This is an optimization exercise on Yosys and OpenROAD, whose aim is small area, not a production implementation. Only simulation tests tie the RTL to the original design; equivalence was not proved. Power figures rest on the tool's default switching activity, not on a simulated workload.

==> design.v <==
module poly_unit(clk, resetn, go, data_in, data_result, hex0, hex1);
    input clk;
    input resetn;
    input go;
    input [7:0] data_in;
    output reg [7:0] data_result;
    output [6:0] hex0, hex1;
    reg [3:0] st;
    reg [7:0] a, r2, r3;
    wire [7:0] y;
    wire cyc  = st[3];
    wire cyc4 = st[3] & st[2];
    wire sh   = ~st[3] & ~st[0] & go;      
    wire adv  = cyc | (st[0] ^ go);
    always @(posedge clk) begin
        if (!resetn)
            st <= 4'd0;
        else if (cyc4)
            st <= 4'd0;
        else if (adv)
            st <= st + 4'd1;
    end
    always @(posedge clk) begin
        if (sh) begin
            r3 <= data_in;
            r2 <= r3;
            a  <= st[2] ? y : 8'd0;        
        end
    end
    always @(posedge clk) begin
        if (!resetn)
            data_result <= 8'd0;
        else if (cyc4)
            data_result <= y;
    end
    mac8 u_mac(.m(a), .q(cyc ? r3 : data_in), .k(r2), .y(y));
    hex7 h0(.h(data_result[3:0]), .s(hex0));
    hex7 h1(.h(data_result[7:4]), .s(hex1));
endmodule
module hex7(input [3:0] h, output [6:0] s);
    wire _00_, _01_, _02_, _03_, _04_, _05_, _06_, _07_, _08_, _09_, _10_, _11_, _12_, _13_, _14_, _15_, _16_, _17_, _18_, _19_, _20_, _21_, _22_, _23_, _24_, _25_, _26_, _27_, _28_, _29_, _30_, _31_, _32_, _33_, _34_, _35_, _36_, _37_, _38_;
    assign _00_ = (~h[2]);
    assign _01_ = (~h[3]);
    assign _02_ = (~h[1]&~h[0]);
    assign _03_ = (~h[1]) | (~h[0]);
    assign _04_ = (~_00_) | (~_03_);
    assign _05_ = (~_02_&~_04_);
    assign _06_ = (~_00_&~h[1]);
    assign _07_ = (~_01_&~_06_);
    assign _08_ = (~_01_&~_07_) | (~_06_&~_07_);
    assign s[5] = (h[0]&_08_) | (_05_&_08_);
    assign _09_ = (~_01_&~_05_);
    assign _10_ = (~h[0]&~_06_);
    assign _11_ = (~h[0]&~_10_) | (~_04_&~_10_);
    assign _12_ = (~h[3]&~_11_);
    assign s[3] = (~_09_&~_12_) | (~_00_&~_03_);
    assign _13_ = (~_02_&~s[3]);
    assign _14_ = (~_01_&~s[5]);
    assign s[2] = (_05_&_12_) | (h[2]&_14_);
    assign _15_ = (~_13_&~s[2]);
    assign s[1] = (~s[5]&~_15_);
    assign s[4] = (~_09_&~_10_);
    assign s[6] = (~_13_&_08_);
    assign s[0] = (~_03_&~h[2]&~_12_) | (~_03_&~_14_&~_12_) | (~_14_&~h[2]&~_12_) | (~_14_&~_14_&~_12_);
endmodule
module mac8(input [7:0] m, input [7:0] q, input [7:0] k, output [7:0] y);
    wire p1, p2, p3, p4, p5, p6, p7, p8, p9, p10, p11, p12, p13, p14, p15, p16, p17, p18, p19, p20, p21, p22, p23, p24, p25, p26, p27, p28, p29, p30, p31, p32, p33, p34, p35, p36, s37, c38, s39, c40, s41, c42, s43, c44, s45, c46, s47, c48, s49, c50, s51, c52, s53, c54, s55, c56, s57, c58, s59, c60, s61, c62, s63, c64, s65, c66, s67, c68, s69, c70, s71, c72, s73, c74, s75, c76, s77, c78, s79, c80, s81, c82, s83, c84, s85, c86, s87, c88, s89, c90, s91, c92, x93, x94, x95, x96, x97, x98, x99, x100, x101, x102, x103, x104, x105, x106, x107;
    assign p1 = m[0] & q[0];
    assign p2 = m[1] & q[0];
    assign p3 = m[2] & q[0];
    assign p4 = m[3] & q[0];
    assign p5 = m[4] & q[0];
    assign p6 = m[5] & q[0];
    assign p7 = m[6] & q[0];
    assign p8 = m[7] & q[0];
    assign p9 = m[0] & q[1];
    assign p10 = m[1] & q[1];
    assign p11 = m[2] & q[1];
    assign p12 = m[3] & q[1];
    assign p13 = m[4] & q[1];
    assign p14 = m[5] & q[1];
    assign p15 = m[6] & q[1];
    assign p16 = m[0] & q[2];
    assign p17 = m[1] & q[2];
    assign p18 = m[2] & q[2];
    assign p19 = m[3] & q[2];
    assign p20 = m[4] & q[2];
    assign p21 = m[5] & q[2];
    assign p22 = m[0] & q[3];
    assign p23 = m[1] & q[3];
    assign p24 = m[2] & q[3];
    assign p25 = m[3] & q[3];
    assign p26 = m[4] & q[3];
    assign p27 = m[0] & q[4];
    assign p28 = m[1] & q[4];
    assign p29 = m[2] & q[4];
    assign p30 = m[3] & q[4];
    assign p31 = m[0] & q[5];
    assign p32 = m[1] & q[5];
    assign p33 = m[2] & q[5];
    assign p34 = m[0] & q[6];
    assign p35 = m[1] & q[6];
    assign p36 = m[0] & q[7];
    assign s37 = k[0] ^ p1;
    assign c38 = k[0] & p1;
    assign s39 = k[1] ^ p2 ^ p9;
    assign c40 = (k[1] & p2) | (p9 & (k[1] ^ p2));
    assign s41 = c38 ^ s39;
    assign c42 = c38 & s39;
    assign s43 = k[2] ^ p10 ^ p16;
    assign c44 = (k[2] & p10) | (p16 & (k[2] ^ p10));
    assign s45 = p3 ^ c40 ^ s43;
    assign c46 = (p3 & c40) | (s43 & (p3 ^ c40));
    assign s47 = c42 ^ s45;
    assign c48 = c42 & s45;
    assign s49 = k[3] ^ p11 ^ p17;
    assign c50 = (k[3] & p11) | (p17 & (k[3] ^ p11));
    assign s51 = p22 ^ p4 ^ c44;
    assign c52 = (p22 & p4) | (c44 & (p22 ^ p4));
    assign s53 = s49 ^ c46 ^ s51;
    assign c54 = (s49 & c46) | (s51 & (s49 ^ c46));
    assign s55 = c48 ^ s53;
    assign c56 = c48 & s53;
    assign s57 = k[4] ^ p12 ^ p18;
    assign c58 = (k[4] & p12) | (p18 & (k[4] ^ p12));
    assign s59 = p23 ^ p27 ^ p5;
    assign c60 = (p23 & p27) | (p5 & (p23 ^ p27));
    assign s61 = c50 ^ s57 ^ s59;
    assign c62 = (c50 & s57) | (s59 & (c50 ^ s57));
    assign s63 = c52 ^ s61 ^ c54;
    assign c64 = (c52 & s61) | (c54 & (c52 ^ s61));
    assign s65 = c56 ^ s63;
    assign c66 = c56 & s63;
    assign s67 = k[5] ^ p13 ^ p19;
    assign c68 = (k[5] & p13) | (p19 & (k[5] ^ p13));
    assign s69 = p24 ^ p28 ^ p31;
    assign c70 = (p24 & p28) | (p31 & (p24 ^ p28));
    assign s71 = p6 ^ c58 ^ c60;
    assign c72 = (p6 & c58) | (c60 & (p6 ^ c58));
    assign s73 = s67 ^ s69 ^ c62;
    assign c74 = (s67 & s69) | (c62 & (s67 ^ s69));
    assign s75 = s71 ^ s73 ^ c64;
    assign c76 = (s71 & s73) | (c64 & (s71 ^ s73));
    assign s77 = c66 ^ s75;
    assign c78 = c66 & s75;
    assign s79 = k[6] ^ p14 ^ p20;
    assign c80 = (k[6] & p14) | (p20 & (k[6] ^ p14));
    assign s81 = p25 ^ p29 ^ p32;
    assign c82 = (p25 & p29) | (p32 & (p25 ^ p29));
    assign s83 = p34 ^ p7 ^ c68;
    assign c84 = (p34 & p7) | (c68 & (p34 ^ p7));
    assign s85 = c70 ^ s79 ^ s81;
    assign c86 = (c70 & s79) | (s81 & (c70 ^ s79));
    assign s87 = c72 ^ s83 ^ s85;
    assign c88 = (c72 & s83) | (s85 & (c72 ^ s83));
    assign s89 = c74 ^ s87 ^ c76;
    assign c90 = (c74 & s87) | (c76 & (c74 ^ s87));
    assign s91 = c78 ^ s89;
    assign c92 = c78 & s89;
    assign x93 = k[7] ^ p15;
    assign x94 = p21 ^ p26;
    assign x95 = p30 ^ p33;
    assign x96 = p35 ^ p36;
    assign x97 = p8 ^ x93;
    assign x98 = x94 ^ x95;
    assign x99 = x96 ^ c80;
    assign x100 = c82 ^ x97;
    assign x101 = x98 ^ x100;
    assign x102 = x99 ^ c84;
    assign x103 = c86 ^ x101;
    assign x104 = x102 ^ x103;
    assign x105 = c88 ^ x104;
    assign x106 = x105 ^ c90;
    assign x107 = c92 ^ x106;
    assign y = {x107, s91, s77, s65, s55, s47, s41, s37};
endmodule
==> flow/run.sh <==
#!/bin/bash
# The standard layout (standard.sh) with these changes to how it is made:
#  - synthesis is the standard flow's own script (synth_recipe.tcl) with two changes:
#    Yosys's synth also skips its quick ABC pass (-noabc, besides -nofsm
#    -noshare), extract_fa extracts only full adders (-fa), and the final
#    ABC technology mapping runs flow/abc_area.script, an area-oriented
#    script. Registers are mapped before ABC, so they are the standard
#    synthesis's.
#  - the port buffers are sky130_fd_sc_hd__buf_1;
#  - the clock tree uses clkbuf_4 in clusters of at most 8 sinks, with no
#    dummy loads.
# Each tool's output goes to a log of its own in this folder.
set -euo pipefail
work=$(pwd)
{
  echo 'proc synth {args} { yosys synth -nofsm -noshare -noabc {*}$args }'
  cat <<TCL
proc extract_fa {args} { yosys extract_fa -fa {*}\$args }
proc abc {args} {
  set i [lsearch -exact \$args -script]
  if { \$i >= 0 } {
    set args [lreplace \$args \$i [expr {\$i + 1}] -script $work/flow/abc_area.script]
  }
  yosys abc {*}\$args
}
TCL
  # synth_recipe.tcl without its first line, the proc synth replaced above
  head -1 "$work/synth_recipe.tcl" | grep -q '^proc synth ' || { echo "unexpected synth_recipe.tcl" >&2; exit 1; }
  tail -n +2 "$work/synth_recipe.tcl"
} > "$work/area_synth.tcl"
args=("SYNTH_SCRIPT=$work/area_synth.tcl"
      "BUFFER_PORTS_ARGS=-buffer_cell sky130_fd_sc_hd__buf_1"
      "CTS_ARGS=-sink_clustering_enable -repair_clock_nets -dont_use_dummy_load -sink_clustering_size 8 -buf_list sky130_fd_sc_hd__clkbuf_4")
bash standard.sh "${args[@]}" synth > synth.log 2>&1
bash standard.sh "${args[@]}" finish > layout.log 2>&1
==> flow/abc_area.script <==
strash
dch -f
map -a
mfs2
strash
dch -f
map -a
mfs2
strash
dch -f
amap
==> standard.sh <==
#!/bin/bash
# synth_recipe.tcl (not shown) runs the flow's synth.tcl, then flattens the netlist and writes it again
# the make line also repeats each setting of config.mk as NAME=value (left out here)
make -C /OpenROAD-flow-scripts/flow DESIGN_CONFIG=/design/flow/config.mk WORK_HOME=/design/flow/orfs CLKGATE_MAP_FILE= SYNTH_SCRIPT=/design/flow/synth_recipe.tcl "${@:-finish}"
==> config.mk <==
export PLATFORM = sky130hd
export DESIGN_NAME = poly_unit
export DESIGN_NICKNAME = poly_unit
export VERILOG_FILES = /design/flow/design.v
export SDC_FILE = /design/flow/constraint.sdc
export NUM_CORES = 4
export LEC_CHECK = 0
export CAP_MARGIN = 20
export CORE_MARGIN = 2
export CORE_UTILIZATION = 60
export SLEW_MARGIN = 20
==> constraint.sdc <==
create_clock -name core_clock -period 6.0 [get_ports {clk}]
set_input_delay 1.2000 -clock core_clock [delete_from_list [all_inputs] [get_ports {clk}]]
set_output_delay 1.2000 -clock core_clock [all_outputs]
set_load 0.01 [all_outputs]
==> metrics.sh, run 1 <==
STATUS='timing/DRC/antenna clean'
CTSROOTBUFFERMASTER='sky130_fd_sc_hd__clkbuf_4'
VIASPERCELL=5.62
FINAL_WORST_PATH_CYCLE_SHARE_PCT=83.4
DIE_AREA_MM2=0.00418
SYNTHTOLAYOUTAREAGROWTH_PCT=11.8
TERMINUS_OF_THE_CRITICAL_FLOP_TO_FLOP_PATH='a[7]'
POSTCTSSETUPBUFFERS=0
DRV_SLEW=0
MAX_SLEW.WORST_PIN.SLEW_NS=0.576
PORT-BUFFER-COUNT=32
VIAS=1853
RSZ0062_AT_GRT='false'
DR.FIRST_ITER.DRC_COUNT=108
COMPLEX_GATE_FRACTION_OF_THE_SYNTHESIZED_AREA_PCT=15.6
DIE_HEIGHT_UM=64.7
FF2FF_PATH_DEPTH=15
OVERALL_ROUTED_NET_LENGTH_UM=4750
MIN-DELAY-PATH-CLASS='flop to flop'
SYNTH_SEQ_CELLS=36
NUMCTSBUFFERS=5
YS_SEQ_AREA_SHARE_PCT=43.5
GR-TOTAL-OVERFLOW=0
CTS_MAX_LEVEL=2
TOTALNEGATIVESETUPSLACK_NS=0
LEAKAGEPOWER_nW=0.894
SETUP_VIOL=0
WORST_EP_REQUIRED_TIME_NS=6.08
FINAL_LAYOUT_NET_COUNT=316
MAX_FREQ_MHz=200
FINAL_CELLS=330
POST-LAYOUT-TOTAL-POWER_uW=530
SYNTH_FA_HA_AREA_SHARE_PCT=19.0
MULTI_INPUT_AREA_MM2=0.00115
SYNTH.AREA.TOP_CELLS='sky130_fd_sc_hd__edfxtp_1 33%, sky130_fd_sc_hd__fa_1 19%, sky130_fd_sc_hd__nor2_1 12%, sky130_fd_sc_hd__dfxtp_1 11%, sky130_fd_sc_hd__a21oi_1 5.0%'
FILL_CELL_COUNT=312
CRIT_PATH_END_KIND='flop'
CORE_MM2=0.00361
STARTING_DENSITY_OF_THE_CORE_PCT=61.2
DESIGN.PORTCOUNT=33
CTS-RESIZED-GATES=0
LARGEST_FAMILY_OF_LOGIC_CELLS_BY_SYNTHESIZED_AREA='adder cells'
REGTOREGSETUPSLACK_NS=1.30
TRITONCTS_CLOCK_TREE='done'
MAPPEDNETLISTNETS=272
NUMBER_OF_ANTENNA_VIOLATIONS_AT_THE_FIRST_CHECK_IN_GLOBAL_ROUTING=0
GRT_PASS1_WL_UM=7560
DRIVE_GT1_SHARE_PCT=3.90
RELATIVE_MAX_TRANSITION_MARGIN_PCT=61.6
MAXCAPVIOLCOUNT=0
FF_LATCH_AREA_UM2=961
VIAS_IN_THE_FIRST_GLOBAL_ROUTE=1636
YOSYSUNIQUECELLTYPES=19
SYNTH_WARNINGS=1
SYNTH_LARGEST_TYPE_AREA_FRACTION_PCT=32.6
SYNTH_AREA_MM2=0.00221
PLACE.GP.CONGESTION=0.874
DETAILEDROUTE.FIRSTPASSITERATIONCOUNT=5
PLACED_CELLS=325
CLOCK_LATENCY_NS=0.34
POST_CTS_HOLD_BUFFER_COUNT=0
CTS.SINK_COUNT=36
SYNTH_CELLS=240
TIMING_HOLD_VIOLATIONS_FINAL=0
CLOCKBUFFERDEPTH=2
REGTOREGSTARTPOINT='st[3]'
SYNTH-XOR-AREA-SHARE_PCT=0.397
CRITICAL_PATH_PEAK_FANOUT=7
FINAL_CORE_UTILIZATION_PCT=68.5
CRIT_ARRIVAL_NS=5.09
WHS_PATH_DEPTH=0
POWER.DENSITY_mW_PER_MM2=215
GR-USAGE-ALL-LAYERS_PCT=24.3
VDD_IR_DROP_MAX_mV=0.138
SYNTH_TOP_AREA_CELL='sky130_fd_sc_hd__edfxtp_1'
PIN_COUNT_OF_THE_BIGGEST_NET_ENTERING_GLOBAL_ROUTING=25
PERIOD_MINUS_SLACK_NS=5.00
STARTPOINT='data_in[1]'
REMAINING_DRC_ERRORS=0
AVERAGE_CELL_AREA_AFTER_SYNTHESIS_UM2=9.20
ENDPOINT='a[7]'
WL_PER_CELL_UM=14.4
ANTENNA_LEFT=0
SHARE_OF_SYNTHESIZED_AREA_SPENT_ON_MULTIPLEXERS_PCT=0
FP-ROW-COUNT=22
NUM_ANTENNA_CELLS=0
CRITPATHKIND='input port to flop'
POST_SYNTHESIS_SIMPLE_GATE_AREA_FRACTION_PCT=16.7
DIE_X_UM=64.7
DP_HPWL_UM=3710
CP-START-KIND='input port'
CLK_PIN_SLEW_NS=0.11
FIN_WORST_SKEW_NS=0.0242
## Yosys cell counts (all sizes together)
cell type / count
fa: 21
nor2b: 2
clkinv: 28
nor3: 3
edfxtp: 24
o221ai: 1
o32ai: 1
o21bai: 1
nand3: 2
xor2: 1
o21ai: 13
o22ai: 16
a211oi: 3
dfxtp: 12
a21oi: 22
nand2: 13
o211ai: 3
nor3b: 1
nor2: 73
## through the flow
stage	area, um2	setup slack, ns	hold slack, ns
2_1_floorplan	2210	1.01	0.427
3_3_place_gp	2430	0.771	0.432
3_5_place_dp	2430	0.656	0.441
4_1_cts	2470	1.01	0.439
5_1_grt	2470	0.840	0.461
6_report	2470	0.997	0.439
## cells in the final DEF (no fill, tap or decap), drive strengths merged, types with 3 or more instances in the layout
| cell type | count |
|---|---|
| nor2 | 73 |
| nand2 | 13 |
| a211oi | 3 |
| a21oi | 22 |
| buf | 37 |
| o21ai | 13 |
| o211ai | 3 |
| fa | 21 |
| edfxtp | 24 |
| dfxtp | 12 |
| nor3 | 3 |
| clkbuf | 5 |
| o22ai | 16 |
| clkinv | 28 |
## worst min path at each step
stage / end / start / slack (ns)
after global placement: r2[3] / r3[3] / 0.43
final: r2[0] / r3[0] / 0.44
after floorplan: r2[7] / r3[7] / 0.43
after CTS: r2[0] / r3[0] / 0.44
after detailed placement: r2[0] / r3[0] / 0.44
after global routing: r2[0] / r3[0] / 0.46
## sequential cells by signal, indices dropped and copies added (netlist names)
register,count
r2,8
data_result,8
a,8
r3,8
st,4
## worst max-delay path, cell delays in order
cell	delay, ns
sky130_fd_sc_hd__buf_1	0.08
sky130_fd_sc_hd__o22ai_1	0.45
sky130_fd_sc_hd__nor2_1	0.11
sky130_fd_sc_hd__fa_1	0.42
sky130_fd_sc_hd__fa_1	0.52
sky130_fd_sc_hd__fa_1	0.45
sky130_fd_sc_hd__fa_1	0.41
sky130_fd_sc_hd__fa_1	0.39
sky130_fd_sc_hd__fa_1	0.53
sky130_fd_sc_hd__nand2_1	0.08
sky130_fd_sc_hd__nor2_1	0.09
sky130_fd_sc_hd__a21oi_1	0.05
sky130_fd_sc_hd__o21ai_0	0.22
sky130_fd_sc_hd__nor2_1	0.08
## logic make-up (layout without fill, tap and decap cells)
kind of cell,after synthesis,in the layout
AOI/OAI and AO/OA,60,60
and+or+nand+nor,94,94
adders and majority gates,21,21
buffers and inverters,28,70
xor gates and xnor gates,1,1
DFF,36,36
## metal layers
| layer | GRT usage, % | wire, um | up-vias |
|---|---|---|---|
| li1 | - | - | 914 |
| met1 | 35.5 | 2160 | 869 |
| met2 | 37.5 | 2270 | 64 |
| met3 | 5.73 | 280 | 6 |
| met4 | 5.59 | 43 | 0 |
| met5 | 0 | 0 | - |
## layout make-up
cell class | count | area share (%)
flip-flops and latches | 36 | 38.9
repair buffers | 37 | 6.39
clock buffers | 5 | 1.52
multi-input cells | 176 | 46.5
well taps | 48 | 2.43
inverters | 28 | 4.26
## power breakdown
part           internal (mW)  total, mW  switching [mW]
clock                 0.0392      0.114          0.0744
sequential             0.275      0.280         0.00487
combinational         0.0537      0.137          0.0829
total                  0.368      0.530           0.162
==> run 2: changes to the inputs <==
--- a/flow/run.sh
+++ b/flow/run.sh
@@ -5,5 +5,6 @@
 #    -noshare), extract_fa extracts only full adders (-fa), and the final
 #    ABC technology mapping runs flow/abc_area.script, an area-oriented
-#    script. Registers are mapped before ABC, so they are the standard
+#    script, without the weak _0 cells and clkinv_1, which have same-area
+#    twins. Registers are mapped before ABC, so they are the standard
 #    synthesis's.
 #  - the port buffers are sky130_fd_sc_hd__buf_1;
@@ -22,4 +23,9 @@
     set args [lreplace \$args \$i [expr {\$i + 1}] -script $work/flow/abc_area.script]
   }
+  # weak cells with a same-area _1 (or inv_1) twin: leave them out so that the
+  # placer need not buffer their nets
+  foreach c {o21ai_0 a21boi_0 and2_0 o311ai_0 or2_0 clkinv_1} {
+    lappend args -dont_use sky130_fd_sc_hd__\$c
+  }
   yosys abc {*}\$args
 }
==> flow/abc_area.script (replaced) <==
strash
dch -f
amap
mfs2
strash
dch -f
amap
mfs2
strash
dch -f
amap
==> run 2 against run 1 <==
Compared with the run above:
- via count fell by 3.6%
- area after synthesis decreased by 0.85%
- critical endpoint unchanged
- sequential cell count unchanged
- largest cell class unchanged
- first-iteration DRC count rose by 53%
- routed wire length is 6.5% lower
- register-to-register slack got worse by 0.30 ns
- largest power group unchanged
- global-route usage about the same
==> metrics.sh, run 2 <==
STATUS='timing/DRC/antenna clean'
PIN_COUNT_OF_THE_BIGGEST_NET_ENTERING_GLOBAL_ROUTING=25
GR-TOTAL-OVERFLOW=0
SYNTH_TOP_AREA_CELL='sky130_fd_sc_hd__edfxtp_1'
YS_SEQ_AREA_SHARE_PCT=43.9
MAX_SLEW.WORST_PIN.SLEW_NS=0.865
VIASPERCELL=5.62
CRITPATHKIND='input port to flop'
RSZ0062_AT_GRT='false'
NUMCTSBUFFERS=5
DIE_AREA_MM2=0.00415
POSTCTSSETUPBUFFERS=0
CTS-RESIZED-GATES=0
POWER.DENSITY_mW_PER_MM2=222
DR.FIRST_ITER.DRC_COUNT=165
SYNTH_AREA_MM2=0.00219
POST_CTS_HOLD_BUFFER_COUNT=0
FINAL_CORE_UTILIZATION_PCT=71.3
MOST_COMMON_CELL_AFTER_LAYOUT_FILL_AND_TAPS_ASIDE='sky130_fd_sc_hd__nor2_1'
CPLARGESTDELAYFAMILY='adder cells'
MAX_FREQ_MHz=197
PLACE.GP.CONGESTION=0.843
SYNTH_LARGEST_TYPE_AREA_FRACTION_PCT=32.9
CRITICAL_PATH.CELL_CHAIN='buf_1 -> o22ai_1 -> nor2_1 -> fa_1 -> fa_1 -> fa_1 -> fa_1 -> fa_1 -> fa_1 -> xor2_1 -> nor2_1 -> a21oi_1 -> nor2_1 -> a21oi_1 -> nand2_1 -> o21ai_1 -> nor2_1'
WL_PER_CELL_UM=14.0
FIN_WORST_SKEW_NS=0.0164
FP-ROW-COUNT=21
SYNTH_WARNINGS=1
ANTENNA_LEFT=0
SYNTH_SEQ_CELLS=36
TOTALNEGATIVESETUPSLACK_NS=0
MAPPEDNETLISTNETS=264
TRITONCTS_CLOCK_TREE='done'
SYNTH_CELLS=232
MOSTFREQUENTLAYOUTCELLS='72 x sky130_fd_sc_hd__nor2_1, 32 x sky130_fd_sc_hd__buf_1, 25 x sky130_fd_sc_hd__inv_1'
SYNTH_ASYNC_SR_FLOP_SHARE_PCT=0
FILL_CELL_COUNT=276
EDFF_COUNT_SYNTH=24
YOSYSUNIQUECELLTYPES=23
GR-USAGE-ALL-LAYERS_PCT=24.4
PERIOD_MINUS_SLACK_NS=5.07
MIN-DELAY-PATH-CLASS='flop to flop'
CPMOSTUSEDCELL='sky130_fd_sc_hd__fa_1'
REMAINING_DRC_ERRORS=0
DETAILEDROUTE.FIRSTPASSITERATIONCOUNT=4
DRV_SLEW=0
CLK_PIN_SLEW_NS=0.10
DRIVE_GT1_SHARE_PCT=3.31
CRITICAL_PATH_PEAK_FANOUT=3
VIAS=1786
DIE_HEIGHT_UM=64.4
NUMBER_OF_ANTENNA_VIOLATIONS_AT_THE_FIRST_CHECK_IN_GLOBAL_ROUTING=0
VDD_IR_DROP_MAX_mV=0.171
CLOCK_LATENCY_NS=0.34
MULTI_INPUT_AREA_MM2=0.00114
CRIT_BUF_INV=1
LEAKAGEPOWER_nW=0.960
FINAL_WORST_PATH_CYCLE_SHARE_PCT=84.6
WORST_EP_REQUIRED_TIME_NS=6.09
VIAS_IN_THE_FIRST_GLOBAL_ROUTE=1613
OVERALL_ROUTED_NET_LENGTH_UM=4450
STARTING_DENSITY_OF_THE_CORE_PCT=64.1
SYNTH.AREA.TOP_CELLS='sky130_fd_sc_hd__edfxtp_1 33%, sky130_fd_sc_hd__fa_1 19%, sky130_fd_sc_hd__nor2_1 13%, sky130_fd_sc_hd__dfxtp_1 11%, sky130_fd_sc_hd__o22ai_1 5.1%'
DIE_X_UM=64.4
YS_TOP_CELLS_BY_COUNT='73 x sky130_fd_sc_hd__nor2_1, 25 x sky130_fd_sc_hd__inv_1, 24 x sky130_fd_sc_hd__edfxtp_1'
YS_DOMINANT_REG_CELL='sky130_fd_sc_hd__edfxtp_1'
AVERAGE_CELL_AREA_AFTER_SYNTHESIS_UM2=9.44
CTS_MAX_LEVEL=2
LARGEST_INCREMENTAL_DELAY_ON_THE_CRITICAL_PATH_NS=0.54
MAXCAPVIOLCOUNT=0
PORT-BUFFER-COUNT=32
NUM_ANTENNA_CELLS=0
CP-START-KIND='input port'
CRIT_PATH_END_KIND='flop'
CLOCKBUFFERDEPTH=2
CTSROOTBUFFERMASTER='sky130_fd_sc_hd__clkbuf_4'
TIMING_HOLD_VIOLATIONS_FINAL=0
SETUP_VIOL=0
GRT_PASS1_WL_UM=7550
CRIT_ARRIVAL_NS=5.17
FINAL_LAYOUT_NET_COUNT=306
CTS.SINK_COUNT=36
SYNTH.MOST_COMMON_CELL='sky130_fd_sc_hd__nor2_1'
DESIGN.PORTCOUNT=33
DP_HPWL_UM=3470
RELATIVE_MAX_TRANSITION_MARGIN_PCT=41.9
CORE_MM2=0.00342
WORST_PATH_MAX_DELAY_CELL='sky130_fd_sc_hd__fa_1'
SYNTHTOLAYOUTAREAGROWTH_PCT=11.2
FF_LATCH_AREA_UM2=961
[run 2: per-layer routing]
metal  part of all wire [%]  global-route usage, %  routed length (um)  vias to the layer above
met5                      0                      0                   0                        -
met4                   0.47                   7.71                  21                        0
met3                    5.4                   5.38                 240                        4
met2                     47                   36.1                2090                       53
met1                     47                   36.3                2090                      846
li1                       -                      -                   -                      883
[run 2: worst paths after layout]
| path | start | endpoint | slack (ns) | cells after the start |
|---|---|---|---|---|
| worst min register to register | r3[3] | r2[3] | 0.46 | 0 |
| worst max-delay path | data_in[1] | a[7] | 0.93 | 17 |
| worst min-delay path | r3[3] | r2[3] | 0.46 | 0 |
| worst max register to register | st[3] | a[7] | 1.00 | 17 |
[run 2: worst reg2reg max path, stage by stage, from the launching register on]
cell and delay [ns]:
sky130_fd_sc_hd__dfxtp_1 0.56, sky130_fd_sc_hd__inv_1 0.27, sky130_fd_sc_hd__o22ai_1 0.27, sky130_fd_sc_hd__nor2_1 0.09, sky130_fd_sc_hd__fa_1 0.42, sky130_fd_sc_hd__fa_1 0.54
sky130_fd_sc_hd__fa_1 0.46, sky130_fd_sc_hd__fa_1 0.43, sky130_fd_sc_hd__fa_1 0.40, sky130_fd_sc_hd__fa_1 0.42, sky130_fd_sc_hd__xor2_1 0.23, sky130_fd_sc_hd__nor2_1 0.06
sky130_fd_sc_hd__a21oi_1 0.16, sky130_fd_sc_hd__nor2_1 0.07, sky130_fd_sc_hd__a21oi_1 0.16, sky130_fd_sc_hd__nand2_1 0.07, sky130_fd_sc_hd__o21ai_1 0.10, sky130_fd_sc_hd__nor2_1 0.05
[run 2: layout make-up]
cell class	count	share of cell area, %
Multi-Input combinational cell	171	46.9
Sequential cell	36	39.5
Timing Repair Buffer	35	5.86
Inverter	25	3.85
Tap cell	46	2.36
Clock buffer	5	1.54
[run 2: through the flow]
step,hold slack (ns),worst slack [ns],cell area (um2),power (mW),cells
after global placement,0.435,0.675,2390,0.431,313
final,0.457,0.926,2430,0.540,318
after floorplan,0.427,0.777,2190,0.400,232
after global routing,0.475,0.651,2430,0.572,318
after CTS,0.455,0.901,2430,0.542,318
after detailed placement,0.436,0.533,2390,0.434,313
[run 2: cells by family (layout without fill, tap and decap cells)]
| logic type | Yosys count | in the layout | share of synthesized area [%] |
|---|---|---|---|
| DFF | 36 | 36 | 43.9 |
| and+or+nand+nor | 90 | 90 | 16.0 |
| buffers and inverters | 25 | 65 | 4.29 |
| adders and majority gates | 21 | 21 | 19.2 |
| AOI/OAI and AO/OA | 58 | 58 | 15.8 |
| xor gates and xnor gates | 2 | 2 | 0.800 |
[run 2: where the power goes]
group	leakage (nW)	total, mW	switching [mW]	internal (mW)
Combinational	0.606	0.148	0.0865	0.0618
Sequential	0.331	0.280	0.00470	0.275
Clock	0.0230	0.111	0.0722	0.0392
==> run 3: changes to the inputs <==
==> flow/abc_area.script (replaced) <==
strash
dch -f
map -a
mfs2
strash
dch -f
map -a
mfs2
strash
dch -f
amap
==> run 3 against run 2 <==
Compared with the run above:
- routed wire length rose by 0.34%
- total power decreased by 2.1%
- non-clock buffer count did not move
- utilization down 3.2 points
- sequential share of layout area fell by 0.30 points
- critical endpoint unchanged
- combinational power down 7%
==> metrics.sh, run 3 <==
MULTI_INPUT_AREA_MM2=0.00115
LEAKAGEPOWER_nW=0.954
DRIVE_GT1_SHARE_PCT=3.24
MAPPEDNETLISTNETS=270
NUM_ANTENNA_CELLS=0
PLACEMENT.SETUP.WORST_SLACK_NS=0.614
SYNTH_LARGEST_TYPE_AREA_FRACTION_PCT=32.6
SYNTH_SEQ_CELLS=36
PLACE.GP.CONGESTION=0.929
DIE_HEIGHT_UM=64.7
POSTCTSSETUPBUFFERS=0
FINAL_LAYOUT_NET_COUNT=312
GR-TOTAL-OVERFLOW=0
DIE_AREA_MM2=0.00418
SYNTH.AREA.TOP_CELLS='sky130_fd_sc_hd__edfxtp_1 33%, sky130_fd_sc_hd__fa_1 19%, sky130_fd_sc_hd__nor2_1 12%, sky130_fd_sc_hd__dfxtp_1 11%, sky130_fd_sc_hd__inv_1 4.8%'
CLOCKBUFFERDEPTH=2
POST_CTS_HOLD_BUFFER_COUNT=0
LARGEST_INCREMENTAL_DELAY_ON_THE_CRITICAL_PATH_NS=0.54
CTS_MAX_LEVEL=2
POST_SYNTHESIS_SIMPLE_GATE_AREA_FRACTION_PCT=16.0
WHS_PATH_DEPTH=0
MAX_SLEW.WORST_PIN.SLEW_NS=0.894
CRITICAL_PATH.CELL_CHAIN='buf_1 -> o22ai_1 -> nor2_1 -> fa_1 -> fa_1 -> fa_1 -> fa_1 -> fa_1 -> fa_1 -> nand2_1 -> xor2_1 -> nand2_1 -> o21ai_1 -> nor2_1'
CRITICAL_PATH_PEAK_FANOUT=7
WL_PER_CELL_UM=13.7
COMPLEX_GATE_FRACTION_OF_THE_SYNTHESIZED_AREA_PCT=16.3
REMAINING_DRC_ERRORS=0
MOST_COMMON_CELL_AFTER_LAYOUT_FILL_AND_TAPS_ASIDE='sky130_fd_sc_hd__nor2_1'
WORST_HOLD_START='r3[0]'
WORST_EP_REQUIRED_TIME_NS=6.11
SYNTH_AREA_MM2=0.00221
TRITONCTS_CLOCK_TREE='done'
DP_HPWL_UM=3470
DR.FIRST_ITER.DRC_COUNT=119
SYNTH.MOST_COMMON_CELL='sky130_fd_sc_hd__nor2_1'
CTS-RESIZED-GATES=0
CP-START-KIND='input port'
CTSROOTBUFFERMASTER='sky130_fd_sc_hd__clkbuf_4'
ANTENNA_LEFT=0
MAX_FREQ_MHz=200
SETUP_VIOL=0
DETAILEDROUTE.FIRSTPASSITERATIONCOUNT=4
SYNTH_FA_HA_AREA_SHARE_PCT=19.0
RELATIVE_MAX_TRANSITION_MARGIN_PCT=40.0
CLOCK_LATENCY_NS=0.35
DRV_SLEW=0
STARTPOINT='data_in[2]'
FILL_CELL_COUNT=335
LARGEST_FAMILY_OF_LOGIC_CELLS_BY_SYNTHESIZED_AREA='adder cells'
RSZ0062_AT_GRT='false'
PORT-BUFFER-COUNT=32
TIMING_HOLD_VIOLATIONS_FINAL=0
CPMOSTUSEDCELL='sky130_fd_sc_hd__fa_1'
NUMCTSBUFFERS=5
EDFF_COUNT_SYNTH=24
AVERAGE_CELL_AREA_AFTER_SYNTHESIS_UM2=9.28
FIN_WORST_SKEW_NS=0.0368
TOTALNEGATIVESETUPSLACK_NS=0
CORE_MM2=0.00361
POWER.DENSITY_mW_PER_MM2=215
MAXCAPVIOLCOUNT=0
DIE_X_UM=64.7
VIAS=1825
CLK_PIN_SLEW_NS=0.12
WORST_PATH_MAX_DELAY_CELL='sky130_fd_sc_hd__fa_1'
VIASPERCELL=5.60
YS_DOMINANT_REG_CELL='sky130_fd_sc_hd__edfxtp_1'
MOSTFREQUENTLAYOUTCELLS='69 x sky130_fd_sc_hd__nor2_1, 32 x sky130_fd_sc_hd__buf_1, 28 x sky130_fd_sc_hd__inv_1'
SYNTHTOLAYOUTAREAGROWTH_PCT=11.1
YS_TOP_CELLS_BY_COUNT='69 x sky130_fd_sc_hd__nor2_1, 28 x sky130_fd_sc_hd__inv_1, 24 x sky130_fd_sc_hd__edfxtp_1'
SYNTH_CELLS=238
NUMBER_OF_ANTENNA_VIOLATIONS_AT_THE_FIRST_CHECK_IN_GLOBAL_ROUTING=0
STARTING_DENSITY_OF_THE_CORE_PCT=61.2
CRIT_ARRIVAL_NS=5.11
STATUS='timing/DRC/antenna clean'
GRT_PASS1_WL_UM=7580
FINAL_WORST_PATH_CYCLE_SHARE_PCT=83.3
YS_SEQ_AREA_SHARE_PCT=43.5
FP-ROW-COUNT=22
SYNTH_TOP_AREA_CELL='sky130_fd_sc_hd__edfxtp_1'
FINALWORSTSETUPSLACK_NS=1.00
CRITPATHKIND='input port to flop'
SHARE_OF_SYNTHESIZED_AREA_SPENT_ON_MULTIPLEXERS_PCT=0
YOSYSUNIQUECELLTYPES=20
CRIT_PATH_END_KIND='flop'
GR-USAGE-ALL-LAYERS_PCT=24.3
FF2FF_PATH_DEPTH=14
REGTOREGSTARTPOINT='st[3]'
FF_LATCH_AREA_UM2=961
SYNTH_WARNINGS=1
FINALHOLDWORSTSLACK_NS=0.452
SYNTH_ASYNC_SR_FLOP_SHARE_PCT=0
PERIOD_MINUS_SLACK_NS=5.00
SYNTH-XOR-AREA-SHARE_PCT=0.397
VIAS_IN_THE_FIRST_GLOBAL_ROUTE=1651
MIN-DELAY-PATH-CLASS='flop to flop'
CTS.SINK_COUNT=36
FINAL_CORE_UTILIZATION_PCT=68.0
DESIGN.PORTCOUNT=33
VDD_IR_DROP_MAX_mV=0.135
PIN_COUNT_OF_THE_BIGGEST_NET_ENTERING_GLOBAL_ROUTING=25
OVERALL_ROUTED_NET_LENGTH_UM=4460
==> run 3: worst paths after layout <==
check	endpoint	slack [ns]
max	a[7]	1.00
min	r2[0]	0.45
max reg2reg	a[7]	1.38
min reg2reg	r2[0]	0.45
==> run 3: worst max-delay path, delay by kind of cell <==
family	cells	cell delay (ns)
fa+ha+maj	6	2.76
compound gates	2	0.55
simple gates	4	0.32
xor+xnor	1	0.18
buf+inv	1	0.09
==> run 3: area by class of cell <==
type	instances	share of cell area (%)
Inverter	28	4.28
Tap cell	48	2.45
Sequential cell	36	39.2
Timing Repair Buffer	35	5.81
Multi-Input combinational cell	174	46.8
Clock buffer	5	1.53
==> run 3: per-layer routing <==
| metal | GRT usage, % | vias up | wire [um] |
|---|---|---|---|
| li1 | - | 903 | - |
| met1 | 35.4 | 871 | 2130 |
| met2 | 37.0 | 47 | 2080 |
| met3 | 6.08 | 4 | 214 |
| met4 | 6.38 | 0 | 36 |
| met5 | 0 | - | 0 |
==> run 3: cells by family (layout without fill, tap and decap cells) <==
kind of cell | count (synthesis) | count (layout)
xor gates and xnor gates | 1 | 1
buffers and inverters | 28 | 68
DFF | 36 | 36
and+or+nand+nor | 90 | 90
adders and majority gates | 21 | 21
AOI/OAI and AO/OA | 62 | 62
==> run 3: per-stage QoR <==
step	cell area (um2)	power, mW	instances
2_1_floorplan	2210	0.393	238
3_3_place_gp	2420	0.422	321
3_5_place_dp	2420	0.425	321
4_1_cts	2450	0.534	326
5_1_grt	2450	0.565	326
6_report	2450	0.529	326
==> run 3: power by group <==
group	switching, mW	total (mW)	leakage (nW)	internal [mW]
clock	0.0721	0.111	0.0230	0.0392
combinational	0.0806	0.137	0.600	0.0562
sequential	0.00495	0.280	0.331	0.275
==> run 4: changes to the inputs <==
--- a/config.mk
+++ b/config.mk
@@ -9,3 +9,4 @@
 export CORE_MARGIN = 2
 export CORE_UTILIZATION = 60
+export GPL_TIMING_DRIVEN = 0
 export SLEW_MARGIN = 20
==> run 4 against run 3 <==
Compared with the run above:
- highest routed layer unchanged
- critical endpoint unchanged
- worst hold slack improved by 0.0063 ns
- maximum frequency shrank 6.2%
- clock skew down 0.0076 ns
- synthesized cell count is the same
==> metrics.sh, run 4 <==
CTS.SINK_COUNT=36
CRIT_ARRIVAL_NS=5.43
SYNTH_SEQ_CELLS=36
CLOCK_NETWORK_FRACTION_OF_TOTAL_POWER_PCT=20.6
CLK_PIN_SLEW_NS=0.10
DIE_AREA_MM2=0.00418
SYNTH.AREA.TOP_CELLS='sky130_fd_sc_hd__edfxtp_1 33%, sky130_fd_sc_hd__fa_1 19%, sky130_fd_sc_hd__nor2_1 12%, sky130_fd_sc_hd__dfxtp_1 11%, sky130_fd_sc_hd__inv_1 4.8%'
SYNTH_LARGEST_TYPE_AREA_FRACTION_PCT=32.6
PLACEMENT.SETUP.WORST_SLACK_NS=0.502
SYNTH_ASYNC_SR_FLOP_SHARE_PCT=0
REMAINING_DRC_ERRORS=0
GRT_PASS1_WL_UM=7140
DP_HPWL_UM=3510
PERIOD_MINUS_SLACK_NS=5.33
PORT-BUFFER-COUNT=32
MAPPEDNETLISTNETS=270
DPL_CELL_AREA_MM2=0.00241
DETAILEDROUTE.FIRSTPASSITERATIONCOUNT=4
TIMING_HOLD_VIOLATIONS_FINAL=0
PLACE.GP.CONGESTION=0.841
CRIT_PATH_END_KIND='flop'
SYNTHTOLAYOUTAREAGROWTH_PCT=10.8
CORE_MM2=0.00361
DR.FIRST_ITER.DRC_COUNT=140
CLOCKBUFFERDEPTH=2
MAXCAPVIOLCOUNT=0
FP-ROW-COUNT=22
WORST_EP_REQUIRED_TIME_NS=6.10
PIN_COUNT_OF_THE_BIGGEST_NET_ENTERING_GLOBAL_ROUTING=14
DESIGN_AREA_FINAL_MM2=0.00245
MIN-DELAY-PATH-CLASS='flop to flop'
FINALWORSTSETUPSLACK_NS=0.673
POWER.DENSITY_mW_PER_MM2=217
YS_SEQ_AREA_SHARE_PCT=43.5
DESIGN.PORTCOUNT=33
STATUS='timing/DRC/antenna clean'
PLACED_CELLS=320
DRIVE_GT1_SHARE_PCT=2.89
MOST_COMMON_CELL_AFTER_LAYOUT_FILL_AND_TAPS_ASIDE='sky130_fd_sc_hd__nor2_1'
FINAL_CELLS=325
VDD_IR_DROP_MAX_mV=0.150
MAX_FREQ_MHz=188
YS_DOMINANT_REG_CELL='sky130_fd_sc_hd__edfxtp_1'
ANTENNA_LEFT=0
MAX_SLEW.WORST_PIN.SLEW_NS=0.826
OVERALL_ROUTED_NET_LENGTH_UM=4450
SYNTH_TOP_AREA_CELL='sky130_fd_sc_hd__edfxtp_1'
SETUP_VIOL=0
CLOCK_LATENCY_NS=0.34
POST_CTS_HOLD_BUFFER_COUNT=0
TOTALNEGATIVESETUPSLACK_NS=0
NUM_ANTENNA_CELLS=0
FINAL_WORST_PATH_CYCLE_SHARE_PCT=88.8
VIAS_IN_THE_FIRST_GLOBAL_ROUTE=1559
TRITONCTS_CLOCK_TREE='done'
CRITPATHKIND='flop to flop'
CTS_MAX_LEVEL=2
COMB_POWER_SHARE_PCT=26.5
SYNTH.MOST_COMMON_CELL='sky130_fd_sc_hd__nor2_1'
SYNTH_AREA_MM2=0.00221
CTSROOTBUFFERMASTER='sky130_fd_sc_hd__clkbuf_4'
EDFF_COUNT_SYNTH=24
YOSYSUNIQUECELLTYPES=20
CRITICAL_PATH_PEAK_FANOUT=13
MOSTFREQUENTLAYOUTCELLS='69 x sky130_fd_sc_hd__nor2_1, 32 x sky130_fd_sc_hd__buf_1, 28 x sky130_fd_sc_hd__inv_1'
P_SEQ_SHARE_PCT=52.9
DIE_X_UM=64.7
LEAKAGEPOWER_nW=0.949
NUMBER_OF_ANTENNA_VIOLATIONS_AT_THE_FIRST_CHECK_IN_GLOBAL_ROUTING=0
SYNTH_WARNINGS=1
DIE_HEIGHT_UM=64.7
SW_FRAC_OF_TOTAL_PCT=30.0
RSZ0062_AT_GRT='false'
WL_PER_CELL_UM=13.7
GR-USAGE-ALL-LAYERS_PCT=23.0
CTS-RESIZED-GATES=0
SYNTH_CELLS=238
YS_TOP_CELLS_BY_COUNT='69 x sky130_fd_sc_hd__nor2_1, 28 x sky130_fd_sc_hd__inv_1, 24 x sky130_fd_sc_hd__edfxtp_1'
AVERAGE_CELL_AREA_AFTER_SYNTHESIS_UM2=9.28
FILL_CELL_COUNT=312
NETSW_uW=159
DRV_SLEW=0
CELL_INTERNAL_PWR_uW=371
FINALHOLDWORSTSLACK_NS=0.458
RELATIVE_MAX_TRANSITION_MARGIN_PCT=44.5
CP-START-KIND='flop'
VIAS=1788
GR-TOTAL-OVERFLOW=0
NUMCTSBUFFERS=5
FINAL_LAYOUT_NET_COUNT=311
POSTCTSSETUPBUFFERS=0
VIASPERCELL=5.50
STARTING_DENSITY_OF_THE_CORE_PCT=61.2
FIN_WORST_SKEW_NS=0.0292
run 4: cell counts after synthesis:
No cell type changed its count.
run 4: final cells by class:
type                    count  area (um2)  share of cell area, %
multi-input cells         174        1150                   46.9
flip-flops and latches     36         961                   39.3
repair buffers             34         135                   5.52
inverters                  28         105                   4.30
well taps                  48        60.1                   2.46
clock buffers               5        37.5                   1.53
run 4: power by group through the flow:
stage | sequential, mW | clock, mW | combinational, mW
3_5_place_dp | 0.286 | 0 | 0.141
5_1_grt | 0.281 | 0.122 | 0.163
3_3_place_gp | 0.286 | 0 | 0.136
4_1_cts | 0.280 | 0.112 | 0.143
6_report | 0.280 | 0.109 | 0.140
2_1_floorplan | 0.285 | 0 | 0.108
run 4: metrics by stage:
step	util [%]	power, mW
final	67.8	0.530
after global routing	67.8	0.566
after CTS	67.8	0.535
after detailed placement	66.8	0.427
after global placement	66.2	0.422
after floorplan	-	0.393
run 4: layer usage:
layer | wire length (um) | track usage (%) | share of wire [%]
met4 | 42 | 6.12 | 0.94
met1 | 2090 | 33.4 | 47
met2 | 2050 | 34.6 | 46
met3 | 262 | 5.90 | 5.9
met5 | 0 | 0 | 0
run 4: logic make-up after synthesis:
kind of cell	synth area share [%]
buf+inv	4.76
compound gates	16.3
simple gates	16.0
fa+ha+maj	19.0
flops	43.5
xor+xnor	0.397
run 4: path summary, 6_finish.rpt:
path	start	to	slack, ns	cells past startpoint
max	st[3]	a[7]	0.67	14
min	r3[6]	r2[6]	0.46	0
max reg2reg	st[3]	a[7]	0.67	14
min reg2reg	r3[6]	r2[6]	0.46	0
run 4: critical path, stage by stage, from the launching register on:
cell and delay [ns]:
sky130_fd_sc_hd__dfxtp_1 0.68, sky130_fd_sc_hd__inv_1 0.35, sky130_fd_sc_hd__o22ai_1 0.58, sky130_fd_sc_hd__nor2_1 0.13, sky130_fd_sc_hd__fa_1 0.46, sky130_fd_sc_hd__fa_1 0.53, sky130_fd_sc_hd__fa_1 0.46, sky130_fd_sc_hd__fa_1 0.41
sky130_fd_sc_hd__fa_1 0.39, sky130_fd_sc_hd__fa_1 0.54, sky130_fd_sc_hd__nand2_1 0.08, sky130_fd_sc_hd__xor2_1 0.20, sky130_fd_sc_hd__nand2_1 0.08, sky130_fd_sc_hd__o21ai_1 0.12, sky130_fd_sc_hd__nor2_1 0.07
==> run 5: changes to the inputs <==
==> flow/abc_area.script (replaced) <==
strash
dch -f
amap
mfs2
strash
dch -f
amap
mfs2
strash
dch -f
amap
==> run 5 against run 4 <==
Compared with the run above:
- sequential share of layout area increased by 0.45 points
- highest routed layer unchanged
- setup slack lost 0.14 ns
- clock skew is 0.021 ns lower
- largest power group unchanged
==> metrics.sh, run 5 <==
SETUP_VIOL=0
TOTALNEGATIVESETUPSLACK_NS=0
RELATIVE_MAX_TRANSITION_MARGIN_PCT=45.7
NUMBER_OF_ANTENNA_VIOLATIONS_AT_THE_FIRST_CHECK_IN_GLOBAL_ROUTING=0
OVERALL_ROUTED_NET_LENGTH_UM=4140
FINALHOLDWORSTSLACK_NS=0.451
MAX_SLEW.WORST_PIN.SLEW_NS=0.809
ENDPOINT='a[7]'
MOST_COMMON_CELL_AFTER_LAYOUT_FILL_AND_TAPS_ASIDE='sky130_fd_sc_hd__nor2_1'
SYNTH_SEQ_CELLS=36
PLACED_CELLS=311
PLACE.GP.CONGESTION=0.846
YS_TOP_CELLS_BY_COUNT='73 x sky130_fd_sc_hd__nor2_1, 25 x sky130_fd_sc_hd__inv_1, 24 x sky130_fd_sc_hd__edfxtp_1'
CLK_PIN_SLEW_NS=0.10
VIAS_IN_THE_FIRST_GLOBAL_ROUTE=1574
DIE_HEIGHT_UM=64.4
CLOCKBUFFERDEPTH=2
REGTOREGSETUPSLACK_NS=0.60
MOSTFREQUENTLAYOUTCELLS='72 x sky130_fd_sc_hd__nor2_1, 32 x sky130_fd_sc_hd__buf_1, 25 x sky130_fd_sc_hd__inv_1'
NUMCTSBUFFERS=5
DRV_SLEW=0
VDD_IR_DROP_MAX_mV=0.155
WORST-PATH-STAGES=17
CRITICAL_PATH_PEAK_FANOUT=6
YOSYSUNIQUECELLTYPES=23
FINAL_LAYOUT_NET_COUNT=304
SYNTH_TOP_AREA_CELL='sky130_fd_sc_hd__edfxtp_1'
STATUS='timing/DRC/antenna clean'
CP-START-KIND='input port'
DESIGN.PORTCOUNT=33
POST-LAYOUT-TOTAL-POWER_uW=536
TRITONCTS_CLOCK_TREE='done'
GR-TOTAL-OVERFLOW=0
WORST_EP_REQUIRED_TIME_NS=6.09
SYNTH_ASYNC_SR_FLOP_SHARE_PCT=0
FIN_WORST_SKEW_NS=0.00825
PIN_COUNT_OF_THE_BIGGEST_NET_ENTERING_GLOBAL_ROUTING=17
FINAL_CELLS=316
POWER.DENSITY_mW_PER_MM2=222
WORST_PATH_MAX_DELAY_CELL='sky130_fd_sc_hd__fa_1'
TERMINUS_OF_THE_CRITICAL_FLOP_TO_FLOP_PATH='a[7]'
POSTCTSSETUPBUFFERS=0
SYNTH_LARGEST_TYPE_AREA_FRACTION_PCT=32.9
CORE_MM2=0.00342
YS_SEQ_AREA_SHARE_PCT=43.9
VIASPERCELL=5.52
CTS_MAX_LEVEL=2
WL_PER_CELL_UM=13.1
LEAKAGEPOWER_nW=0.951
CRIT_BUF_INV=1
FP-ROW-COUNT=21
SYNTH_WARNINGS=1
EDFF_COUNT_SYNTH=24
SYNTH_CELLS=232
FF2FF_PATH_DEPTH=17
DIE_AREA_MM2=0.00415
ANTENNA_LEFT=0
STARTPOINT='data_in[2]'
CRITPATHKIND='input port to flop'
CLOCK_LATENCY_NS=0.33
LARGEST_INCREMENTAL_DELAY_ON_THE_CRITICAL_PATH_NS=0.52
FINAL_WORST_PATH_CYCLE_SHARE_PCT=91.1
CRIT_ARRIVAL_NS=5.55
RSZ0062_AT_GRT='false'
SYNTH.MOST_COMMON_CELL='sky130_fd_sc_hd__nor2_1'
CRITICAL_PATH.CELL_CHAIN='buf_1 -> o22ai_1 -> nor2_1 -> fa_1 -> fa_1 -> fa_1 -> fa_1 -> fa_1 -> fa_1 -> xor2_1 -> nor2_1 -> a21oi_1 -> nor2_1 -> a21oi_1 -> nand2_1 -> o21ai_1 -> nor2_1'
MAX_FREQ_MHz=183
PLACEMENT.SETUP.WORST_SLACK_NS=0.197
DRIVE_GT1_SHARE_PCT=2.59
STARTING_DENSITY_OF_THE_CORE_PCT=64.1
SYNTH.AREA.TOP_CELLS='sky130_fd_sc_hd__edfxtp_1 33%, sky130_fd_sc_hd__fa_1 19%, sky130_fd_sc_hd__nor2_1 13%, sky130_fd_sc_hd__dfxtp_1 11%, sky130_fd_sc_hd__o22ai_1 5.1%'
PERIOD_MINUS_SLACK_NS=5.46
REGTOREGSTARTPOINT='st[3]'
YS_DOMINANT_REG_CELL='sky130_fd_sc_hd__edfxtp_1'
TIMING_HOLD_VIOLATIONS_FINAL=0
DETAILEDROUTE.FIRSTPASSITERATIONCOUNT=4
MAPPEDNETLISTNETS=264
MIN-DELAY-PATH-CLASS='flop to flop'
CPLARGESTDELAYFAMILY='adder cells'
CRIT_PATH_END_KIND='flop'
SYNTH_AREA_MM2=0.00219
FILL_CELL_COUNT=275
NUM_ANTENNA_CELLS=0
GRT_PASS1_WL_UM=6960
REMAINING_DRC_ERRORS=0
DIE_X_UM=64.4
DP_HPWL_UM=3230
AVERAGE_CELL_AREA_AFTER_SYNTHESIS_UM2=9.44
GR-USAGE-ALL-LAYERS_PCT=22.4
WHS_PATH_DEPTH=0
FINALWORSTSETUPSLACK_NS=0.535
CPMOSTUSEDCELL='sky130_fd_sc_hd__fa_1'
PORT-BUFFER-COUNT=32
CTS-RESIZED-GATES=0
CTS.SINK_COUNT=36
VIAS=1745
POST_CTS_HOLD_BUFFER_COUNT=0
MAXCAPVIOLCOUNT=0
SYNTHTOLAYOUTAREAGROWTH_PCT=10.5
DR.FIRST_ITER.DRC_COUNT=129
CTSROOTBUFFERMASTER='sky130_fd_sc_hd__clkbuf_4'
[run 5: cell types whose count changed after synthesis, moves of 2 or more]
cell                       change
sky130_fd_sc_hd__a21oi_1       -2
sky130_fd_sc_hd__a22o_1        +2
sky130_fd_sc_hd__inv_1         -3
sky130_fd_sc_hd__nor2_1        +4
sky130_fd_sc_hd__nor3_1        -3
sky130_fd_sc_hd__o211ai_1      -2
sky130_fd_sc_hd__o21ai_1       -3
sky130_fd_sc_hd__o22ai_1       +2
[run 5: worst min-delay path by stage]
stage / from / end / slack, ns
after floorplan: r3[7] / r2[7] / 0.43
after global placement: r3[1] / r2[1] / 0.43
after detailed placement: r3[1] / r2[1] / 0.43
after CTS: r3[3] / r2[3] / 0.45
after global routing: r3[2] / r2[2] / 0.46
final: r3[2] / r2[2] / 0.45
[run 5: cells by family after synthesis]
| group | share of synthesized area [%] |
|---|---|
| compound gates | 15.8 |
| xor+xnor | 0.800 |
| fa+ha+maj | 19.2 |
| buf+inv | 4.29 |
| flops | 43.9 |
| simple gates | 16.0 |
[run 5: per-stage QoR]
step,utilization (%),cell area (um2)
floorplan,-,2190
global placement,69.3,2370
detailed placement,69.7,2380
CTS,70.8,2420
global route,70.8,2420
finish,70.8,2420
[run 5: report_power, final]
part	switching, mW	internal [mW]
Combinational	0.0854	0.0611
Clock	0.0705	0.0391
Sequential	0.00433	0.275
[run 5: final cells by class]
class                           count  area, um2  area share [%]
Timing Repair Buffer               33        131            5.43
Clock buffer                        5       37.5            1.55
Tap cell                           46       57.6            2.38
Sequential cell                    36        961            39.7
Multi-Input combinational cell    171       1140            47.0
Inverter                           25       93.8            3.88
[run 5: worst reg2reg max path: cells and delay by family (launching register included)]
| kind | cells | cell delay, ns |
|---|---|---|
| AO/OA/AOI/OAI | 4 | 1.02 |
| XOR/XNOR | 1 | 0.21 |
| adder cells (fa/ha/maj) | 6 | 2.71 |
| buffers and inverters | 1 | 0.27 |
| flip-flops | 1 | 0.56 |
| AND/OR/NAND/NOR | 5 | 0.40 |
[run 5: routing by layer]
layer	vias up	share of wire [%]	GRT usage (%)
met3	6	4.4	5.21
met1	803	50	33.6
met2	48	44	32.8
met5	-	0	0
li1	888	-	-
met4	0	1.6	7.18
==> run 6: changes to the inputs <==
--- a/config.mk
+++ b/config.mk
@@ -8,5 +8,6 @@
 export CAP_MARGIN = 20
 export CORE_MARGIN = 2
-export CORE_UTILIZATION = 60
+export CORE_UTILIZATION = 70
 export GPL_TIMING_DRIVEN = 0
+export PLACE_DENSITY = 0.75
 export SLEW_MARGIN = 20
==> run 6 against run 5 <==
Compared with the run above:
- total power decreased by 0.61%
- worst hold slack improved by 0.0085 ns
- final cell count down 4.1%
- sequential power about the same
- cell area down 0.52%
- utilization rose by 9.3 points
- largest power group unchanged
- die area shrank 13%
- first-iteration DRC count is 31% lower
- critical path depth unchanged
==> metrics.sh, run 6 <==
FF_LATCH_AREA_UM2=961
DIE_HEIGHT_UM=59.9
LARGEST_FAMILY_OF_LOGIC_CELLS_BY_SYNTHESIZED_AREA='adder cells'
SYNTH_TOP_AREA_CELL='sky130_fd_sc_hd__edfxtp_1'
STARTING_DENSITY_OF_THE_CORE_PCT=72.9
VDD_IR_DROP_MAX_mV=0.190
LARGEST_INCREMENTAL_DELAY_ON_THE_CRITICAL_PATH_NS=0.52
TIMING_HOLD_VIOLATIONS_FINAL=0
SYNTH_FA_HA_AREA_SHARE_PCT=19.2
STATUS='timing/DRC/antenna clean'
DP_HPWL_UM=3380
SYNTH-XOR-AREA-SHARE_PCT=0.800
WORST_PATH_MAX_DELAY_CELL='sky130_fd_sc_hd__fa_1'
CTS-RESIZED-GATES=0
FILL_CELL_COUNT=226
CORE_MM2=0.00300
SETUP_VIOL=0
CLOCK_LATENCY_NS=0.36
MAX_FREQ_MHz=187
SYNTHTOLAYOUTAREAGROWTH_PCT=9.89
POST_CTS_HOLD_BUFFER_COUNT=0
DRV_SLEW=0
WL_PER_CELL_UM=14.1
MAPPEDNETLISTNETS=264
DESIGN_AREA_FINAL_MM2=0.00241
AVERAGE_CELL_AREA_AFTER_SYNTHESIS_UM2=9.44
PERIOD_MINUS_SLACK_NS=5.35
CTS_MAX_LEVEL=2
CLOCKBUFFERDEPTH=2
DPL_CELL_AREA_MM2=0.00237
OVERALL_ROUTED_NET_LENGTH_UM=4280
MAX_SLEW.WORST_PIN.SLEW_NS=0.885
YS_TOP_CELLS_BY_COUNT='73 x sky130_fd_sc_hd__nor2_1, 25 x sky130_fd_sc_hd__inv_1, 24 x sky130_fd_sc_hd__edfxtp_1'
FINALHOLDWORSTSLACK_NS=0.460
POSTCTSSETUPBUFFERS=0
TRITONCTS_CLOCK_TREE='done'
SYNTH_SEQ_CELLS=36
DIE_AREA_MM2=0.00359
FIN_WORST_SKEW_NS=0.0445
CTSROOTBUFFERMASTER='sky130_fd_sc_hd__clkbuf_4'
RELATIVE_MAX_TRANSITION_MARGIN_PCT=40.6
CPLARGESTDELAYFAMILY='adder cells'
CRITICAL_PATH_PEAK_FANOUT=6
DR.FIRST_ITER.DRC_COUNT=89
FINAL_LAYOUT_NET_COUNT=304
CRIT_BUF_INV=1
YS_SEQ_AREA_SHARE_PCT=43.9
CRIT_ARRIVAL_NS=5.43
SYNTH_ASYNC_SR_FLOP_SHARE_PCT=0
SYNTH_LARGEST_TYPE_AREA_FRACTION_PCT=32.9
CP-START-KIND='input port'
EDFF_COUNT_SYNTH=24
REMAINING_DRC_ERRORS=0
MULTI_INPUT_AREA_MM2=0.00114
CRITPATHKIND='input port to flop'
SYNTH_WARNINGS=1
PLACEMENT.SETUP.WORST_SLACK_NS=0.312
GRT_PASS1_WL_UM=6930
LEAKAGEPOWER_nW=0.952
FP-ROW-COUNT=20
MIN-DELAY-PATH-CLASS='flop to flop'
SYNTH_AREA_MM2=0.00219
NUMBER_OF_ANTENNA_VIOLATIONS_AT_THE_FIRST_CHECK_IN_GLOBAL_ROUTING=0
SYNTH_CELLS=232
CRITICAL_PATH.CELL_CHAIN='buf_1 -> o22ai_1 -> nor2_1 -> fa_1 -> fa_1 -> fa_1 -> fa_1 -> fa_1 -> fa_1 -> xor2_1 -> nor2_1 -> a21oi_1 -> nor2_1 -> a21oi_1 -> nand2_1 -> o21ai_1 -> nor2_1'
MOSTFREQUENTLAYOUTCELLS='72 x sky130_fd_sc_hd__nor2_1, 32 x sky130_fd_sc_hd__buf_1, 25 x sky130_fd_sc_hd__inv_1'
PLACE.GP.CONGESTION=0.855
MOST_COMMON_CELL_AFTER_LAYOUT_FILL_AND_TAPS_ASIDE='sky130_fd_sc_hd__nor2_1'
NUM_ANTENNA_CELLS=0
DETAILEDROUTE.FIRSTPASSITERATIONCOUNT=4
WORST_EP_REQUIRED_TIME_NS=6.08
VIAS=1784
DRIVE_GT1_SHARE_PCT=2.59
VIASPERCELL=5.89
VIAS_IN_THE_FIRST_GLOBAL_ROUTE=1634
RSZ0062_AT_GRT='false'
CPMOSTUSEDCELL='sky130_fd_sc_hd__fa_1'
SHARE_OF_SYNTHESIZED_AREA_SPENT_ON_MULTIPLEXERS_PCT=0
YS_DOMINANT_REG_CELL='sky130_fd_sc_hd__edfxtp_1'
POST_SYNTHESIS_SIMPLE_GATE_AREA_FRACTION_PCT=16.0
COMPLEX_GATE_FRACTION_OF_THE_SYNTHESIZED_AREA_PCT=15.8
SYNTH.AREA.TOP_CELLS='sky130_fd_sc_hd__edfxtp_1 33%, sky130_fd_sc_hd__fa_1 19%, sky130_fd_sc_hd__nor2_1 13%, sky130_fd_sc_hd__dfxtp_1 11%, sky130_fd_sc_hd__o22ai_1 5.1%'
CLK_PIN_SLEW_NS=0.08
POWER.DENSITY_mW_PER_MM2=221
SYNTH.MOST_COMMON_CELL='sky130_fd_sc_hd__nor2_1'
TOTALNEGATIVESETUPSLACK_NS=0
FINAL_WORST_PATH_CYCLE_SHARE_PCT=89.2
PIN_COUNT_OF_THE_BIGGEST_NET_ENTERING_GLOBAL_ROUTING=14
DESIGN.PORTCOUNT=33
ANTENNA_LEFT=0
PORT-BUFFER-COUNT=32
CTS.SINK_COUNT=36
FINALWORSTSETUPSLACK_NS=0.650
GR-TOTAL-OVERFLOW=0
CRIT_PATH_END_KIND='flop'
DIE_X_UM=59.9
MAXCAPVIOLCOUNT=0
NUMCTSBUFFERS=5
YOSYSUNIQUECELLTYPES=23
GR-USAGE-ALL-LAYERS_PCT=26.9
==> run 6: through the flow <==
stage                     util (%)  power, mW  cells
after global routing          80.1      0.563    303
after floorplan                  -      0.400    232
after CTS                     80.1      0.535    303
after detailed placement      78.9      0.429    298
final                         80.1      0.533    303
after global placement        78.3      0.420    297
==> run 6: logic make-up (layout without fill, tap and decap cells) <==
family | count (synthesis) | count (layout)
AND/OR/NAND/NOR | 90 | 90
flip-flops | 36 | 36
buffers and inverters | 25 | 63
XOR/XNOR | 2 | 2
AO/OA/AOI/OAI | 58 | 58
adder cells (fa/ha/maj) | 21 | 21
==> run 6: power by group <==
| part | internal [mW] | leakage (nW) | switching [mW] |
|---|---|---|---|
| sequential | 0.275 | 0.331 | 0.00463 |
| clock | 0.0390 | 0.0230 | 0.0687 |
| combinational | 0.0607 | 0.598 | 0.0841 |
==> run 6: final cells by class <==
cell class | instances | share of cell area [%]
Timing Repair Buffer | 33 | 5.62
Multi-Input combinational cell | 171 | 47.3
Clock buffer | 5 | 1.56
Tap cell | 33 | 1.72
Inverter | 25 | 3.90
Sequential cell | 36 | 39.9
==> run 6: path summary, 6_finish.rpt <==
check | startpoint | to | slack, ns | depth (start not counted)
worst max-delay path | data_in[2] | a[7] | 0.65 | 17
worst min-delay path | r3[7] | r2[7] | 0.46 | 0
worst max register to register | st[3] | a[7] | 0.67 | 17
worst min register to register | r3[7] | r2[7] | 0.46 | 0
==> run 6: routing by layer <==
| layer | vias to the layer above | global-route usage (%) | wire, um |
|---|---|---|---|
| met2 | 61 | 44.9 | 2030 |
| li1 | 877 | - | - |
| met3 | 14 | 7.36 | 229 |
| met1 | 832 | 33.0 | 1920 |
| met5 | - | 0 | 0 |
| met4 | 0 | 11.1 | 95 |
==> run 6: worst reg2reg max path, stage by stage (launching register included) <==
cell,delay [ns]
sky130_fd_sc_hd__dfxtp_1,0.57
sky130_fd_sc_hd__inv_1,0.28
sky130_fd_sc_hd__o22ai_1,0.48
sky130_fd_sc_hd__nor2_1,0.13
sky130_fd_sc_hd__fa_1,0.45
sky130_fd_sc_hd__fa_1,0.52
sky130_fd_sc_hd__fa_1,0.47
sky130_fd_sc_hd__fa_1,0.42
sky130_fd_sc_hd__fa_1,0.40
sky130_fd_sc_hd__fa_1,0.42
sky130_fd_sc_hd__xor2_1,0.21
sky130_fd_sc_hd__nor2_1,0.06
sky130_fd_sc_hd__a21oi_1,0.15
sky130_fd_sc_hd__nor2_1,0.07
sky130_fd_sc_hd__a21oi_1,0.18
sky130_fd_sc_hd__nand2_1,0.07
sky130_fd_sc_hd__o21ai_1,0.11
sky130_fd_sc_hd__nor2_1,0.06

-- re-timing with driven ports --
No port has a modelled driver above. Below, the same layouts with a new extraction and two added sets of constraints. Step 1 (the two cells are an assumption about what drives the block):
set clk [get_ports {clk}]
set_driving_cell -lib_cell sky130_fd_sc_hd__clkbuf_16 $clk
set_driving_cell -lib_cell sky130_fd_sc_hd__buf_2 [delete_from_list [all_inputs] $clk]
Step 2 moves the port delays by t, midway between the first and last clock arrival at a register: inputs arrive t later, outputs are due t later. That takes back most of the time a late clock gives input paths. Slacks: no drivers / after step 1 / after step 2; pairs: no drivers / after step 1.
run	shift t [ns]	setup slack, ns	worst hold slack (ns)	worst slew at a driven data input, ns
run 1	0.354	0.997 / 0.996 / 0.642	0.439 / 0.439 / 0.439	0.03
run 2	0.350	0.926 / 0.929 / 0.579	0.457 / 0.457 / 0.457	0.03
run 3	0.351	1.004 / 1.007 / 0.656	0.452 / 0.452 / 0.452	0.03
run 4	0.347	0.673 / 0.673 / 0.492	0.458 / 0.458 / 0.458	0.03
run 5	0.356	0.535 / 0.541 / 0.185	0.451 / 0.451 / 0.451	0.03
run 6	0.362	0.650 / 0.648 / 0.286	0.460 / 0.460 / 0.460	0.03
After both steps every run listed still meets setup and hold. The setup slack of run 6, which loses most, moves by -0.002 ns with the drivers and by -0.364 ns with both steps.
